This is an optimization exercise on Yosys and OpenROAD, whose aim is small area and a short achievable clock period, not a production implementation. Where RTL was checked, it was by simulation tests only, not by an equivalence proof against the original. The flow treats the clock pin as an ideal source. Dropping or thinning the clock tree relies on that and would not hold on a real chip. Power figures rest on the tool's default switching activity, not on a simulated workload.

==> flow/design.v <==
module Col0_Route (
    input  [23:0] p,
    output [2:0]  s0       
);
    wire [1:0] d [0:7];
    genvar k;
    generate for (k = 0; k < 8; k = k + 1) begin : g_d
        assign d[k] = p[3*k+1 +: 2];
    end endgenerate
    wire bs01 = (d[0] == d[3]) | (d[1] == d[2]);
    wire bd01 = (d[0] == d[2]) | (d[1] == d[3]);
    wire bs02 = (d[0] == d[5]) | (d[1] == d[4]);
    wire bd02 = (d[0] == d[4]) | (d[1] == d[5]);
    wire bs03 = (d[0] == d[7]) | (d[1] == d[6]);
    wire bd03 = (d[0] == d[6]) | (d[1] == d[7]);
    wire bs12 = (d[2] == d[5]) | (d[3] == d[4]);
    wire bd12 = (d[2] == d[4]) | (d[3] == d[5]);
    wire bs13 = (d[2] == d[7]) | (d[3] == d[6]);
    wire bd13 = (d[2] == d[6]) | (d[3] == d[7]);
    wire bs23 = (d[4] == d[7]) | (d[5] == d[6]);
    wire bd23 = (d[4] == d[6]) | (d[5] == d[7]);
    wire f0_1 = bd01 | (bs02 & bd12) | (bd02 & bs12) | (bs03 & bd13) | (bd03 & bs13);
    wire f1_2 = bs02 | (bs01 & bs12) | (bd01 & bd12) | (bs03 & bs23) | (bd03 & bd23);
    wire f0_2 = bd02 | (bs01 & bd12) | (bd01 & bs12) | (bs03 & bd23) | (bd03 & bs23);
    wire f1_3 = bs03 | (bs01 & bs13) | (bd01 & bd13) | (bs02 & bs23) | (bd02 & bd23);
    wire f0_3 = bd03 | (bs01 & bd13) | (bd01 & bs13) | (bs02 & bd23) | (bd02 & bs23);
    wire s1 = ~f0_1;
    wire s2 = f1_2 | ~(f0_2 | bd12);
    wire s3 = f1_3 | ~(f0_3 | bd13 | (bd23 & ~bs13));
    assign s0 = {s3, s2, s1};
endmodule
module Sub_Route (
    input [1:0] g0,
    input       g1h,
    input [1:0] g2,
    input       g3l,
    output [4:0] s     
);
    wire c11 = g2[1] ^ g0[1];
    wire a   = ~g0[0];
    wire b   = c11 ? ~g2[0] : ~g3l;
    assign s[0] = c11;
    assign s[1] = ~g0[1];
    assign s[2] = ~g1h;
    assign s[3] = g0[1] ? b : a;
    assign s[4] = g0[1] ? a : b;
endmodule
module Benes_8p (input wire [2:0] mp0, mp1, mp2, mp3, mp4, mp5, mp6, mp7,
    input clk,
    output wire [19:0] state
);
    reg [23:0] p1;
    always @(posedge clk) p1 <= {mp7, mp6, mp5, mp4, mp3, mp2, mp1, mp0};
    wire [2:0] s0_w;
    Col0_Route c0(.p(p1), .s0(s0_w));
    reg [2:0] s0_2;
    reg [7:0] su_2;      
    reg [3:0] lu_2;      
    reg [5:0] sl_2;      
    wire [3:0] s0x = {s0_w, 1'b1};
    integer r;
    always @(posedge clk) begin
        s0_2 <= s0_w;
        for (r = 0; r < 4; r = r + 1) begin
            su_2[2*r +: 2] <= s0x[r] ? p1[6*r+1 +: 2] : p1[6*r+4 +: 2];
            lu_2[r]        <= s0x[r] ? p1[6*r]        : p1[6*r+3];
        end
        sl_2[1:0] <= p1[5:4];                         
        sl_2[2]   <= s0x[1] ? p1[11]    : p1[8];      
        sl_2[4:3] <= s0x[2] ? p1[17:16] : p1[14:13];  
        sl_2[5]   <= s0x[3] ? p1[22]    : p1[19];     
    end
    wire [3:0] t_w;
    wire [4:0] bu_w, bl_w;
    assign t_w[0] = |{su_2[1:0] == 2'd0 & ~lu_2[0], su_2[3:2] == 2'd0 & ~lu_2[1],
                      su_2[5:4] == 2'd0 & ~lu_2[2], su_2[7:6] == 2'd0 & ~lu_2[3]};
    assign t_w[1] = |{su_2[1:0] == 2'd1 & ~lu_2[0], su_2[3:2] == 2'd1 & ~lu_2[1],
                      su_2[5:4] == 2'd1 & ~lu_2[2], su_2[7:6] == 2'd1 & ~lu_2[3]};
    assign t_w[2] = |{su_2[1:0] == 2'd2 & ~lu_2[0], su_2[3:2] == 2'd2 & ~lu_2[1],
                      su_2[5:4] == 2'd2 & ~lu_2[2], su_2[7:6] == 2'd2 & ~lu_2[3]};
    assign t_w[3] = |{su_2[1:0] == 2'd3 & ~lu_2[0], su_2[3:2] == 2'd3 & ~lu_2[1],
                      su_2[5:4] == 2'd3 & ~lu_2[2], su_2[7:6] == 2'd3 & ~lu_2[3]};
    Sub_Route bu(.g0(su_2[1:0]), .g1h(su_2[3]), .g2(su_2[5:4]), .g3l(su_2[6]), .s(bu_w));
    Sub_Route bl(.g0(sl_2[1:0]), .g1h(sl_2[2]), .g2(sl_2[4:3]), .g3l(sl_2[5]), .s(bl_w));
    reg [16:0] q3, q4, q5, q6, q7;
    always @(posedge clk) begin
        q3 <= {t_w, s0_2, bl_w, bu_w};
        q4 <= q3;
        q5 <= q4;
        q6 <= q5;
        q7 <= q6;
    end
    assign state[0]  = 1'b1;
    assign state[1]  = 1'b1;
    assign state[2]  = q7[1];
    assign state[3]  = q7[3];
    assign state[4]  = q7[13];
    assign state[5]  = q7[10];
    assign state[6]  = q7[0];
    assign state[7]  = q7[2];
    assign state[8]  = q7[4];
    assign state[9]  = q7[14];
    assign state[10] = q7[11];
    assign state[11] = 1'b1;
    assign state[12] = q7[6];
    assign state[13] = q7[8];
    assign state[14] = q7[15];
    assign state[15] = q7[12];
    assign state[16] = q7[5];
    assign state[17] = q7[7];
    assign state[18] = q7[9];
    assign state[19] = q7[16];
endmodule
make LEC_CHECK=0 CAP_MARGIN=20 CORE_MARGIN=2 CORE_UTILIZATION=40 SLEW_MARGIN=20 finish   # period 2.5 ns
run.sh (not shown) runs the stock make flow with config.mk's settings and CLKGATE_MAP_FILE= SYNTH_SCRIPT=/design/flow/synth_recipe.tcl, a recipe that flattens the netlist after the stock synthesis.
Change:
--- a/flow/design.v
+++ b/flow/design.v
@@ -20,12 +20,20 @@
     wire bs23 = (d[4] == d[7]) | (d[5] == d[6]);
     wire bd23 = (d[4] == d[6]) | (d[5] == d[7]);
-    wire f0_1 = bd01 | (bs02 & bd12) | (bd02 & bs12) | (bs03 & bd13) | (bd03 & bs13);
-    wire f1_2 = bs02 | (bs01 & bs12) | (bd01 & bd12) | (bs03 & bs23) | (bd03 & bd23);
-    wire f0_2 = bd02 | (bs01 & bd12) | (bd01 & bs12) | (bs03 & bd23) | (bd03 & bs23);
-    wire f1_3 = bs03 | (bs01 & bs13) | (bd01 & bd13) | (bs02 & bs23) | (bd02 & bd23);
-    wire f0_3 = bd03 | (bs01 & bd13) | (bd01 & bs13) | (bs02 & bd23) | (bd02 & bs23);
-    wire s1 = ~f0_1;
-    wire s2 = f1_2 | ~(f0_2 | bd12);
-    wire s3 = f1_3 | ~(f0_3 | bd13 | (bd23 & ~bs13));
+    wire a1 = bs01 | bd01, a2 = bs02 | bd02, a3 = bs03 | bd03;
+    wire v1 = bs01, v2 = bs02, v3 = bs03;
+    wire h1_2 = a2 & (bs12 | bd12);
+    wire h1_3 = a3 & (bs13 | bd13);
+    wire w1   = h1_2 ? (v2 ^ bd12) : h1_3 ? (v3 ^ bd13) : 1'b1;
+    wire s1   = a1 ? v1 : w1;
+    wire h2_1 = a1 & (bs12 | bd12);
+    wire h2_3 = a3 & (bs23 | bd23);
+    wire w2   = h2_1 ? (v1 ^ bd12) : h2_3 ? (v3 ^ bd23) :
+                (bs12 | bd12) ? (s1 ^ bd12) : 1'b1;
+    wire s2   = a2 ? v2 : w2;
+    wire h3_1 = a1 & (bs13 | bd13);
+    wire h3_2 = a2 & (bs23 | bd23);
+    wire w3   = h3_1 ? (v1 ^ bd13) : h3_2 ? (v2 ^ bd23) :
+                (bs13 | bd13) ? (s1 ^ bd13) : (bs23 | bd23) ? (s2 ^ bd23) : 1'b1;
+    wire s3   = a3 ? v3 : w3;
     assign s0 = {s3, s2, s1};
 endmodule
@@ -50,6 +58,5 @@
     output wire [19:0] state
 );
-    reg [23:0] p1;
-    always @(posedge clk) p1 <= {mp7, mp6, mp5, mp4, mp3, mp2, mp1, mp0};
+    wire [23:0] p1 = {mp7, mp6, mp5, mp4, mp3, mp2, mp1, mp0};
     wire [2:0] s0_w;
     Col0_Route c0(.p(p1), .s0(s0_w));
@@ -83,7 +90,8 @@
     Sub_Route bu(.g0(su_2[1:0]), .g1h(su_2[3]), .g2(su_2[5:4]), .g3l(su_2[6]), .s(bu_w));
     Sub_Route bl(.g0(sl_2[1:0]), .g1h(sl_2[2]), .g2(sl_2[4:3]), .g3l(sl_2[5]), .s(bl_w));
-    reg [16:0] q3, q4, q5, q6, q7;
+    reg [16:0] q2, q3, q4, q5, q6, q7;
     always @(posedge clk) begin
-        q3 <= {t_w, s0_2, bl_w, bu_w};
+        q2 <= {t_w, s0_2, bl_w, bu_w};
+        q3 <= q2;
         q4 <= q3;
         q5 <= q4;
This time the run completed, yet does not pass: negative setup slack.
Core utilization rises by 10 points.
Cell area grows by 20%.
Global-route usage climbs by 3.1 points.
Routed wire length goes up by 31%.
Register-to-register slack is better by 1.1 ns.
Worst setup slack loses 0.35 ns.
Synthesized area hardly moves.
Die area is about the same.
Hold slack degrades by 0.13 ns.
Final cell count is higher by 16%.

* * *

Another version of the RTL of Benes_8p (not shown whole).
For scale: roughly 150 flip-flops, roughly 45 I/O pins, ~0.0042 sq mm of cells after synthesis.
==> module Col0_Links, before the edit <==
module Col0_Links (
    input  [23:0] p,
    output [11:0] l     
);
    wire [1:0] d [0:7];
    genvar k;
    generate for (k = 0; k < 8; k = k + 1) begin : g_d
        assign d[k] = p[3*k+1 +: 2];
    end endgenerate
    assign l[0]  = (d[0] == d[3]) | (d[1] == d[2]);
    assign l[1]  = (d[0] == d[2]) | (d[1] == d[3]);
    assign l[2]  = (d[0] == d[5]) | (d[1] == d[4]);
    assign l[3]  = (d[0] == d[4]) | (d[1] == d[5]);
    assign l[4]  = (d[0] == d[7]) | (d[1] == d[6]);
    assign l[5]  = (d[0] == d[6]) | (d[1] == d[7]);
    assign l[6]  = (d[2] == d[5]) | (d[3] == d[4]);
    assign l[7]  = (d[2] == d[4]) | (d[3] == d[5]);
    assign l[8]  = (d[2] == d[7]) | (d[3] == d[6]);
    assign l[9]  = (d[2] == d[6]) | (d[3] == d[7]);
    assign l[10] = (d[4] == d[7]) | (d[5] == d[6]);
    assign l[11] = (d[4] == d[6]) | (d[5] == d[7]);
endmodule
==> module Col0_Settings, before the edit <==
module Col0_Settings (
    input  [11:0] l,
    output [2:0]  s0       
);
    wire bs01 = l[0],  bd01 = l[1],  bs02 = l[2],  bd02 = l[3];
    wire bs03 = l[4],  bd03 = l[5],  bs12 = l[6],  bd12 = l[7];
    wire bs13 = l[8],  bd13 = l[9],  bs23 = l[10], bd23 = l[11];
    wire f0_1 = bd01 | (bs02 & bd12) | (bd02 & bs12) | (bs03 & bd13) | (bd03 & bs13);
    wire f1_2 = bs02 | (bs01 & bs12) | (bd01 & bd12) | (bs03 & bs23) | (bd03 & bd23);
    wire f0_2 = bd02 | (bs01 & bd12) | (bd01 & bs12) | (bs03 & bd23) | (bd03 & bs23);
    wire f1_3 = bs03 | (bs01 & bs13) | (bd01 & bd13) | (bs02 & bs23) | (bd02 & bd23);
    wire f0_3 = bd03 | (bs01 & bd13) | (bd01 & bs13) | (bs02 & bd23) | (bd02 & bs23);
    wire s1 = ~f0_1;
    wire s2 = f1_2 | ~(f0_2 | bd12);
    wire s3 = f1_3 | ~(f0_3 | bd13 | (bd23 & ~bs13));
    assign s0 = {s3, s2, s1};
endmodule
==> module Benes_8p, before the edit <==
module Benes_8p (input wire [2:0] mp0, mp1, mp2, mp3, mp4, mp5, mp6, mp7,
    input clk,
    output wire [19:0] state
);
    wire [23:0] p0 = {mp7, mp6, mp5, mp4, mp3, mp2, mp1, mp0};
    wire [11:0] l_w;
    Col0_Links c0l(.p(p0), .l(l_w));
    reg [23:0] p1;
    reg [11:0] l1;
    always @(posedge clk) begin
        p1 <= p0;
        l1 <= l_w;
    end
    wire [2:0] s0_w;
    Col0_Settings c0s(.l(l1), .s0(s0_w));
    reg [23:0] p2;
    reg [2:0]  s0_2;
    always @(posedge clk) begin
        p2     <= p1;
        s0_2   <= s0_w;
    end
    wire [16:0] q_w;
    Rest_Route rr(.p(p2), .s(s0_2), .sn(~s0_2), .q(q_w));
    reg [16:0] q3, q4, q5, q6, q7;
    always @(posedge clk) begin
        q3 <= q_w;
        q4 <= q3;
        q5 <= q4;
        q6 <= q5;
        q7 <= q6;
    end
    assign state[0]  = 1'b1;
    assign state[1]  = 1'b1;
    assign state[2]  = q7[1];
    assign state[3]  = q7[3];
    assign state[4]  = q7[13];
    assign state[5]  = q7[10];
    assign state[6]  = q7[0];
    assign state[7]  = q7[2];
    assign state[8]  = q7[4];
    assign state[9]  = q7[14];
    assign state[10] = q7[11];
    assign state[11] = 1'b1;
    assign state[12] = q7[6];
    assign state[13] = q7[8];
    assign state[14] = q7[15];
    assign state[15] = q7[12];
    assign state[16] = q7[5];
    assign state[17] = q7[7];
    assign state[18] = q7[9];
    assign state[19] = q7[16];
endmodule
export LEC_CHECK = 0
export ABC_AREA = 1
export CAP_MARGIN = 20
export CORE_MARGIN = 2
export CORE_UTILIZATION = 70
export SETUP_SLACK_MARGIN = 1.3
export SLEW_MARGIN = 20
create_clock -name core_clock -period 2.5 [get_ports {clk}]
standard.sh (not shown) runs the stock make flow with config.mk's settings and CLKGATE_MAP_FILE= SYNTH_SCRIPT=/design/flow/synth_recipe.tcl, a recipe that flattens the netlist after the stock synthesis.
==> flow/flow/run.sh <==
#!/bin/bash
# The standard layout, with the clock tree built by flow/clock_tree.tcl (a
# tree with up to FLOW_CTS_LEAF registers per leaf buffer) in
# place of TritonCTS's.
set -euo pipefail
here=$(pwd)
export FLOW_CTS_LEAF=${FLOW_CTS_LEAF:-38}
export FLOW_CLOCK_PORT=clk
bash standard.sh "PRE_CTS_TCL=$here/flow/clock_tree.tcl" "BUFFER_PORTS_ARGS=-buffer_cell sky130_fd_sc_hd__buf_2" finish > "$here/make_finish.log" 2>&1
test -f out/final.def
Other scripts of this flow, unchanged in this note and not shown: flow/flow/clock_tree.tcl
Next try:
--- a/flow/design.v
+++ b/flow/design.v
@@ -1,41 +1,38 @@
 module Col0_Links (
     input  [23:0] p,
-    output [11:0] l     
+    output [10:0] l     
 );
     wire [1:0] d [0:7];
     genvar k;
     generate for (k = 0; k < 8; k = k + 1) begin : g_d
         assign d[k] = p[3*k+1 +: 2];
     end endgenerate
-    assign l[0]  = (d[0] == d[3]) | (d[1] == d[2]);
-    assign l[1]  = (d[0] == d[2]) | (d[1] == d[3]);
-    assign l[2]  = (d[0] == d[5]) | (d[1] == d[4]);
-    assign l[3]  = (d[0] == d[4]) | (d[1] == d[5]);
-    assign l[4]  = (d[0] == d[7]) | (d[1] == d[6]);
-    assign l[5]  = (d[0] == d[6]) | (d[1] == d[7]);
-    assign l[6]  = (d[2] == d[5]) | (d[3] == d[4]);
-    assign l[7]  = (d[2] == d[4]) | (d[3] == d[5]);
-    assign l[8]  = (d[2] == d[7]) | (d[3] == d[6]);
-    assign l[9]  = (d[2] == d[6]) | (d[3] == d[7]);
-    assign l[10] = (d[4] == d[7]) | (d[5] == d[6]);
-    assign l[11] = (d[4] == d[6]) | (d[5] == d[7]);
+    assign l[0]  = (d[0] == d[2]) | (d[1] == d[3]);
+    assign l[1]  = (d[0] == d[5]) | (d[1] == d[4]);
+    assign l[2]  = (d[0] == d[4]) | (d[1] == d[5]);
+    assign l[3]  = (d[0] == d[7]) | (d[1] == d[6]);
+    assign l[4]  = (d[0] == d[6]) | (d[1] == d[7]);
+    assign l[5]  = (d[2] == d[5]) | (d[3] == d[4]);
+    assign l[6]  = (d[2] == d[4]) | (d[3] == d[5]);
+    assign l[7]  = (d[2] == d[7]) | (d[3] == d[6]);
+    assign l[8]  = (d[2] == d[6]) | (d[3] == d[7]);
+    assign l[9]  = (d[4] == d[7]) | (d[5] == d[6]);
+    assign l[10] = (d[4] == d[6]) | (d[5] == d[7]);
 endmodule
 module Col0_Settings (
-    input  [11:0] l,
+    input  [10:0] l,
     output [2:0]  s0       
 );
-    wire bs01 = l[0],  bd01 = l[1],  bs02 = l[2],  bd02 = l[3];
-    wire bs03 = l[4],  bd03 = l[5],  bs12 = l[6],  bd12 = l[7];
-    wire bs13 = l[8],  bd13 = l[9],  bs23 = l[10], bd23 = l[11];
-    wire f0_1 = bd01 | (bs02 & bd12) | (bd02 & bs12) | (bs03 & bd13) | (bd03 & bs13);
-    wire f1_2 = bs02 | (bs01 & bs12) | (bd01 & bd12) | (bs03 & bs23) | (bd03 & bd23);
-    wire f0_2 = bd02 | (bs01 & bd12) | (bd01 & bs12) | (bs03 & bd23) | (bd03 & bs23);
-    wire f1_3 = bs03 | (bs01 & bs13) | (bd01 & bd13) | (bs02 & bs23) | (bd02 & bd23);
-    wire f0_3 = bd03 | (bs01 & bd13) | (bd01 & bs13) | (bs02 & bd23) | (bd02 & bs23);
-    wire s1 = ~f0_1;
-    wire s2 = f1_2 | ~(f0_2 | bd12);
-    wire s3 = f1_3 | ~(f0_3 | bd13 | (bd23 & ~bs13));
-    assign s0 = {s3, s2, s1};
+    wire bd01 = l[0], bs02 = l[1], bd02 = l[2], bs03 = l[3], bd03 = l[4];
+    wire bs12 = l[5], bd12 = l[6], bs13 = l[7], bd13 = l[8];
+    wire bs23 = l[9], bd23 = l[10];
+    wire n13 = ~(bs13 | bd13), n23 = ~(bs23 | bd23);
+    wire s1 = ~(bd01 | (bs02 & bd12) | (bd02 & bs12) | (bs03 & bd13) | (bd03 & bs13));
+    wire y1 = bs12 | (~bd12 & ~bd02);
+    wire y0 = bd12 | (~bs12 & ~bd02);
+    wire x1 = bs13 | (n13 & ((bs23 & y1) | (bd23 & ~y1) | (n23 & ~bd03)));
+    wire x0 = bd13 | (n13 & ((bs23 & y0) | (bd23 & ~y0) | (n23 & ~bd03)));
+    assign s0 = {s1 ? x1 : x0, s1 ? y1 : y0, s1};
 endmodule
 module Sub_Route (
     input [1:0] g0,
@@ -89,10 +86,10 @@
     output wire [19:0] state
 );
     wire [23:0] p0 = {mp7, mp6, mp5, mp4, mp3, mp2, mp1, mp0};
-    wire [11:0] l_w;
+    wire [10:0] l_w;
     Col0_Links c0l(.p(p0), .l(l_w));
     reg [23:0] p1;
-    reg [11:0] l1;
+    reg [10:0] l1;
     always @(posedge clk) begin
         p1 <= p0;
         l1 <= l_w;
Result:
- sequential power rose by about 2%
- final cell count fell by 5.5%
- cell area fell by about 3.3%
- die area fell by about 4%
- sequential cell count fell by 1
- via count fell by about 2%
- setup slack got worse by 0.085 ns
- critical path depth rose by 6
- wire length rose by 5.3%
- sequential share of layout area rose by 1.9 points
- clock power fell by about 0.6%
- synthesized cell count fell by 6.2%
- fmax fell by 7.0%
- worst hold slack got worse by 0.0047 ns
No functional check of the RTL was part of any run of this note. No run of this note takes its clock network from TritonCTS; it comes from the design's own scripts or RTL.

[port drivers added, routing unchanged]
The results above use ideal ports. As a check the final layouts listed here were re-extracted and re-timed, cells and wires unchanged. Step 1, drivers: a clkbuf_16 drives clk and a buf_2 each remaining input, both assumed. Step 2 moves the port delays by t, midway between the first and last clock arrival at a register: inputs arrive t later, outputs are due t later. That takes back most of the time a late clock gives input paths. Three values: ideal, step 1, step 2; two values: the first two.
run	t, ns	setup slack, ns	worst register clock-pin slew, ns	worst data-port slew with drivers (ns)
the first run of note 1	0.532	0.253 / 0.253 / 0.253	0.06 / 0.06	0.03
the second run of note 1	0.523	-0.095 / -0.092 / -0.615	0.06 / 0.06	0.05
the first run of note 2	0.251	1.371 / 1.296 / 1.380	0.12 / 0.12	0.03
the second run of note 2	0.249	1.285 / 1.281 / 1.285	0.12 / 0.12	0.03
The setup slack of the second run of note 1, which loses most, moves by +0.003 ns with the drivers and by -0.520 ns with both steps.
